Background: an optimization exercise with open tools, aiming at small area. Do not read the settings as production practice. In this exercise RTL edits were held to simulation tests only and were not proved equivalent to the original.

==> inputs of build 27 <==
Design RISC_16, start of the top module:
module RISC_16(
	output	[15:0]		t_alu_in1,
	output	[15:0]		t_alu_in2,
	output	[15:0]		t_alu_out,
	input 				clk,
	input 				rst,
	input 				enable,
	input 	[15:0] 	instruction,
	output 	[4:0] 	tick_out,
	output 	[15:0] 	display
);
wire [3:0] op = instruction[15:12];
wire [3:0] ra = instruction[11:8];
wire [3:0] rb = instruction[7:4];
wire [7:0] imm = instruction[7:0];
reg [4:0] tick;
always @(posedge clk) begin
	if (rst) tick <= 5'b10000;
	else tick <= {tick[0], tick[4:1]};
end
assign tick_out = tick;
wire tF = tick[4], tD = tick[3], tE = tick[2], tW = tick[0];
reg alu_mux_q, sign_mux_q, disp_q;
reg [3:0] aluop_q;
wire op_j = (op == 4'hF);
wire op_r = (op == 4'h0);
wire op_br = (op == 4'hA) | (op == 4'hB) | (op == 4'hC);
wire op_ls = (op == 4'hD) | (op == 4'hE);
wire rd_en = enable & tD & ~op_j;
wire wr_en = enable & tW & (op_r | (~op[3] & |op[2:0]) | (op == 4'h8));
wire alu_mux = (enable & tE & ~op_j) ? ~op_r : alu_mux_q;
wire sign_mux = (enable & tD) ? 1'b1 : (enable & tE & op_br) ? 1'b0 : sign_mux_q;
wire disp_en = (enable & tF) ? 1'b0 : (enable & tW & (op == 4'h9)) ? 1'b1 : disp_q;
reg [3:0] imap;
always @(*) begin
	case (op)
		4'h1: imap = 4'h1;
		4'h2: imap = 4'h0;
		4'h3: imap = 4'hC;
		4'h4: imap = 4'hD;
		4'h5: imap = 4'hE;
		4'h6: imap = 4'h7;
		4'h7: imap = 4'h6;
		4'h8: imap = 4'h9;
		4'h9: imap = 4'hA;
		4'hA: imap = 4'h5;
		4'hB: imap = 4'h4;
		4'hC: imap = 4'hB;
		default: imap = 4'h0;
	endcase
end
wire [3:0] aluop = ~enable ? 4'h0 :
                   (tE & op_r) ? instruction[3:0] :
                   (tE & ~op_j & ~op_ls) ? imap : aluop_q;
always @(posedge clk) begin
	if (rst) begin
		alu_mux_q <= 1'b0;
		sign_mux_q <= 1'b0;
		disp_q <= 1'b0;
		aluop_q <= 4'h0;
	end else begin
		alu_mux_q <= alu_mux;
		sign_mux_q <= sign_mux;
		disp_q <= disp_en;
		aluop_q <= aluop;
	end
end
reg [7:0] rf [0:15];
wire [7:0] alu_lo;
wire [7:0] wdata = rst ? 8'd0 : alu_lo;
genvar gi;
generate
	for (gi = 0; gi < 16; gi = gi + 1) begin : g_rf
		always @(posedge clk)
			if (rst | (wr_en & (ra == gi))) rf[gi] <= wdata;
	end
endgenerate
wire [7:0] port = rf[tF ? rb : ra];
reg [7:0] breg;		 
always @(posedge clk) breg <= port;
wire [7:0] a = rd_en ? port : 8'd0;
wire [7:0] b = alu_mux ? (sign_mux ? imm : 8'd0) : (rd_en ? breg : 8'd0);
assign t_alu_in1 = {{8{a[7]}}, a};
assign t_alu_in2 = {{8{b[7]}}, b};
  ...
==> module RISC_16, before the edit <==
module RISC_16(
	output	[15:0]		t_alu_in1,
	output	[15:0]		t_alu_in2,
	output	[15:0]		t_alu_out,
	input 				clk,
	input 				rst,
	input 				enable,
	input 	[15:0] 	instruction,
	output 	[4:0] 	tick_out,
	output 	[15:0] 	display
);
wire [3:0] op = instruction[15:12];
wire [3:0] ra = instruction[11:8];
wire [3:0] rb = instruction[7:4];
wire [7:0] imm = instruction[7:0];
reg [4:0] tick;
always @(posedge clk) begin
	if (rst) tick <= 5'b10000;
	else tick <= {tick[0], tick[4:1]};
end
assign tick_out = tick;
wire tF = tick[4], tD = tick[3], tE = tick[2], tW = tick[0];
reg alu_mux_q, sign_mux_q, disp_q;
reg [3:0] aluop_q;
wire op_j = (op == 4'hF);
wire op_r = (op == 4'h0);
wire op_br = (op == 4'hA) | (op == 4'hB) | (op == 4'hC);
wire op_ls = (op == 4'hD) | (op == 4'hE);
wire rd_en = enable & tD & ~op_j;
wire wr_en = enable & tW & (op_r | (~op[3] & |op[2:0]) | (op == 4'h8));
wire alu_mux = (enable & tE & ~op_j) ? ~op_r : alu_mux_q;
wire sign_mux = (enable & tD) ? 1'b1 : (enable & tE & op_br) ? 1'b0 : sign_mux_q;
wire disp_en = (enable & tF) ? 1'b0 : (enable & tW & (op == 4'h9)) ? 1'b1 : disp_q;
reg [3:0] imap;
always @(*) begin
	case (op)
		4'h1: imap = 4'h1;
		4'h2: imap = 4'h0;
		4'h3: imap = 4'hC;
		4'h4: imap = 4'hD;
		4'h5: imap = 4'hE;
		4'h6: imap = 4'h7;
		4'h7: imap = 4'h6;
		4'h8: imap = 4'h9;
		4'h9: imap = 4'hA;
		4'hA: imap = 4'h5;
		4'hB: imap = 4'h4;
		4'hC: imap = 4'hB;
		default: imap = 4'h0;
	endcase
end
wire [3:0] aluop = ~enable ? 4'h0 :
                   (tE & op_r) ? instruction[3:0] :
                   (tE & ~op_j & ~op_ls) ? imap : aluop_q;
always @(posedge clk) begin
	if (rst) begin
		alu_mux_q <= 1'b0;
		sign_mux_q <= 1'b0;
		disp_q <= 1'b0;
		aluop_q <= 4'h0;
	end else begin
		alu_mux_q <= alu_mux;
		sign_mux_q <= sign_mux;
		disp_q <= disp_en;
		aluop_q <= aluop;
	end
end
reg [7:0] rf [0:15];
wire [7:0] alu_lo;
wire [7:0] wdata = rst ? 8'd0 : alu_lo;
genvar gi;
generate
	for (gi = 0; gi < 16; gi = gi + 1) begin : g_rf
		always @(posedge clk)
			if (rst | (wr_en & (ra == gi))) rf[gi] <= wdata;
	end
endgenerate
wire [7:0] port = rf[tF ? rb : ra];
reg [7:0] breg;		 
always @(posedge clk) breg <= port;
wire [7:0] a = rd_en ? port : 8'd0;
wire [7:0] b = alu_mux ? (sign_mux ? imm : 8'd0) : (rd_en ? breg : 8'd0);
assign t_alu_in1 = {{8{a[7]}}, a};
assign t_alu_in2 = {{8{b[7]}}, b};
wire [6:0] d_f = alu_mux_q ? imm[6:0] : (op_j ? 7'd0 : port[6:0]);
wire [6:0] d = tF ? d_f : b[6:0];
wire [6:0] rem_in = rem_q & {7{tD & a[7]}};
wire [7:0] dbits = tF ? 8'hFF : a;
wire [7:0] q8;
wire [6:0] rem8;
divrows u_div(.rem_in(rem_in), .bits(dbits), .d(d), .q(q8), .rem_out(rem8));
reg [7:0] qh_q;
reg [6:0] rem_q;
always @(posedge clk) begin
	qh_q <= q8;
	rem_q <= rem8;
end
wire dz = (b[6:0] == 7'd0);
wire [15:0] quo = {a[7] ? qh_q : {8{dz}}, tF ? {8{dz}} : q8};
wire [8:0] sum = {a[7], a} + {b[7], b};
wire [8:0] dif = {a[7], a} - {b[7], b};
wire [15:0] prod;
mul8s u_mul(.a(a), .b(b), .p(prod));
wire [15:0] A = {{8{a[7]}}, a};
wire sh_ok = (b[7:4] == 4'd0);
wire [15:0] srl = sh_ok ? (A >> b[3:0]) : 16'd0;
wire [15:0] sll = sh_ok ? (A << b[3:0]) : 16'd0;
wire lt = a < b;
wire eq = a == b;
wire gt = ~lt & ~eq;
wire [15:0] div = b[7] ? {15'd0, a[7] & ~lt} : quo;
reg [15:0] y;
always @(*) begin
	case (aluop)
		4'h0: y = {{8{b[7]}}, b};
		4'h1: y = {{7{sum[8]}}, sum};
		4'h2: y = prod;
		4'h3: y = div;
		4'h4: y = {15'd0, gt};
		4'h5: y = {15'd0, eq};
		4'h6: y = srl;
		4'h7: y = sll;
		4'h8: y = {{7{dif[8]}}, dif};
		4'h9: y = srl;
		4'hA: y = ~A;
		4'hB: y = {15'd0, lt};
		4'hC: y = {{8{a[7] & b[7]}}, a & b};
		4'hD: y = {{8{a[7] | b[7]}}, a | b};
		4'hE: y = {{8{a[7] ^ b[7]}}, a ^ b};
		default: y = 16'd0;
	endcase
end
assign t_alu_out = y;
assign alu_lo = y[7:0];
reg [15:0] disp_r;
always @(posedge clk) begin
	if (rst) disp_r <= 16'd0;
	else if (disp_en) disp_r <= ~y;
end
assign display = disp_r;
endmodule
clock: 70.0 ns
lec_check: 0
abc_area: 1
cap_margin: 20
core_margin: 2
core_utilization: 50
slew_margin: 20
run.sh (not shown) runs the stock make flow with config.mk's settings and CLKGATE_MAP_FILE= SYNTH_SCRIPT=/design/flow/synth_recipe.tcl, a recipe that flattens the netlist after the stock synthesis.
==> trial 77 (differences from build 27) <==
--- a/flow/design.v
+++ b/flow/design.v
@@ -453,4 +453,18 @@
 wire [15:0] quo = {a[7] ? qh_q : {8{dz}}, tF ? {8{dz}} : q8};
-wire [8:0] sum = {a[7], a} + {b[7], b};
-wire [8:0] dif = {a[7], a} - {b[7], b};
+wire sm = (aluop != 4'h1);	 
+wire [7:0] bx = b ^ {8{sm}};
+wire [8:0] c;
+wire [7:0] s;
+assign c[0] = sm;
+generate
+	for (gi = 0; gi < 8; gi = gi + 1) begin : g_add
+		assign s[gi] = a[gi] ^ bx[gi] ^ c[gi];
+		assign c[gi+1] = (a[gi] & bx[gi]) | (a[gi] & c[gi]) | (bx[gi] & c[gi]);
+	end
+endgenerate
+wire s8 = a[7] ^ bx[7] ^ c[8];
+wire [7:0] x = a ^ b;
+wire eq = ~|x;
+wire lt = ~c[8];		 
+wire gt = c[8] & ~eq;
 wire [15:0] prod;
@@ -461,5 +475,2 @@
 wire [15:0] sll = sh_ok ? (A << b[3:0]) : 16'd0;
-wire lt = a < b;
-wire eq = a == b;
-wire gt = ~lt & ~eq;
 wire [15:0] div = b[7] ? {15'd0, a[7] & ~lt} : quo;
@@ -469,3 +480,3 @@
 		4'h0: y = {{8{b[7]}}, b};
-		4'h1: y = {{7{sum[8]}}, sum};
+		4'h1: y = {{8{s8}}, s};
 		4'h2: y = prod;
@@ -476,5 +487,5 @@
 		4'h7: y = sll;
-		4'h8: y = {{7{dif[8]}}, dif};
+		4'h8: y = {{8{s8}}, s};
 		4'h9: y = srl;
-		4'hA: y = ~A;
+		4'hA: y = {{8{~a[7]}}, ~a};
 		4'hB: y = {15'd0, lt};
@@ -482,3 +493,3 @@
 		4'hD: y = {{8{a[7] | b[7]}}, a | b};
-		4'hE: y = {{8{a[7] ^ b[7]}}, a ^ b};
+		4'hE: y = {{8{x[7]}}, x};
 		default: y = 16'd0;
==> flow/flow/run.sh (new file) <==
#!/bin/bash
# Own layout flow: the standard flow (standard.sh), except that synthesis
# maps the combinational logic with an area-only ABC script (flow/synth.tcl).
set -euo pipefail
W=$(pwd)
export MY_ABC_SCRIPT=$W/flow/area.abc
# port buffers: the smallest buffer (the default picks a larger delay cell)
export BUFFER_PORTS_ARGS="-buffer_cell sky130_fd_sc_hd__buf_1"
sed "s#SYNTH_SCRIPT=[^ ]*#SYNTH_SCRIPT=$W/flow/synth.tcl#" standard.sh > $W/synth_area.sh
bash $W/synth_area.sh synth > $W/synth.log 2>&1
bash standard.sh > $W/layout.log 2>&1
==> flow/flow/area.abc (new file) <==
strash
&get -n
&fraig -x
&put
dc2
dch -f
map -a
strash
dch -f
map -a
topo
==> flow/flow/synth.tcl (new file) <==
# The standard flow's synthesis script (synth_recipe.tcl), with ABC's combinational mapping
# run with an area-only script (flow/area.abc) instead of ORFS's, which buffers
# and upsizes for delay. Registers are mapped before ABC, so they are the same.
proc synth {args} { yosys synth -nofsm -noshare {*}$args }
proc abc {args} {
  set i [lsearch -exact $args -script]
  if { $i >= 0 } { lset args [expr {$i + 1}] $::env(MY_ABC_SCRIPT) }
  yosys abc {*}$args
}
source $::env(SCRIPTS_DIR)/synth.tcl
# left out here: clear keep_hierarchy, flatten, clean up, hide names made inside functions, write 1_2_yosys.v
==> flow/standard.sh (new file) <==
#!/bin/bash
# synth_recipe.tcl (not shown) runs the flow's synth.tcl, then flattens the netlist and writes it again
# the make line also repeats each setting of config.mk as NAME=value (left out here)
make -C /OpenROAD-flow-scripts/flow DESIGN_CONFIG=/design/flow/config.mk WORK_HOME=/design/flow/orfs CLKGATE_MAP_FILE= SYNTH_SCRIPT=/design/flow/synth_recipe.tcl "${@:-finish}"
CORE_UTILIZATION = 70   (was 50)
CTS_BUF_LIST = sky130_fd_sc_hd__clkbuf_8   (was not set)
removed: flow/run.sh
==> qor summary <==
item                                                                  build 27    trial 77
Clock network area share                                                0.0416      0.0326
Count of fill cells added during filler insertion                         2500        1156
Met1 Routed Length                                                     19.9 mm     14.1 mm
Number of multi-input combinational cells in the layout                   1095         889
Portion of synthesized cell area occupied by the leading cell type       0.281       0.318
Total length of routed met2 wires                                      19.9 mm     17.5 mm
Cells after synthesis                                                     1599        1298
Via count                                                                11900       11100
Fraction of final layout cells sized beyond drive strength 1            0.0852      0.0627
DRC marker count from the first detailed-route iteration                  1472        1734
Critical path depth                                                        105         103
Status                                                timing/DRC/antenna clean  timing/DRC/antenna clean

-- re-timing with driven ports --
The flow's constraints put no driver on any port. The routed layouts listed below were extracted and timed again, unchanged, in two steps.
Step 1 sets driving cells, clkbuf_16 on the clock port and buf_2 on the other inputs (assumed; they add their load-dependent delay and slew).
Step 2 times the ports against the registers' clock, not the clock port: input delays grow and output delays shrink by t, the midpoint of the rising clock arrivals with the driver on.
Three values: no drivers, after step 1, after step 2; two values: the first two.
run	t (ns)	setup slack, ns	hold WS [ns]	worst setup path at the end	clock arrival spread, ns
build 27	0.489	17.952 / 17.889 / 17.889	0.440 / 0.440 / 0.440	input to output	0.026 / 0.025
trial 77	0.516	15.999 / 15.977 / 15.977	0.430 / 0.430 / 0.430	input to output	0.025 / 0.025
After both steps every run listed still meets setup and hold. For build 27, which loses most, drivers alone change the setup slack by -0.063 ns; drivers and shift together by -0.063 ns.
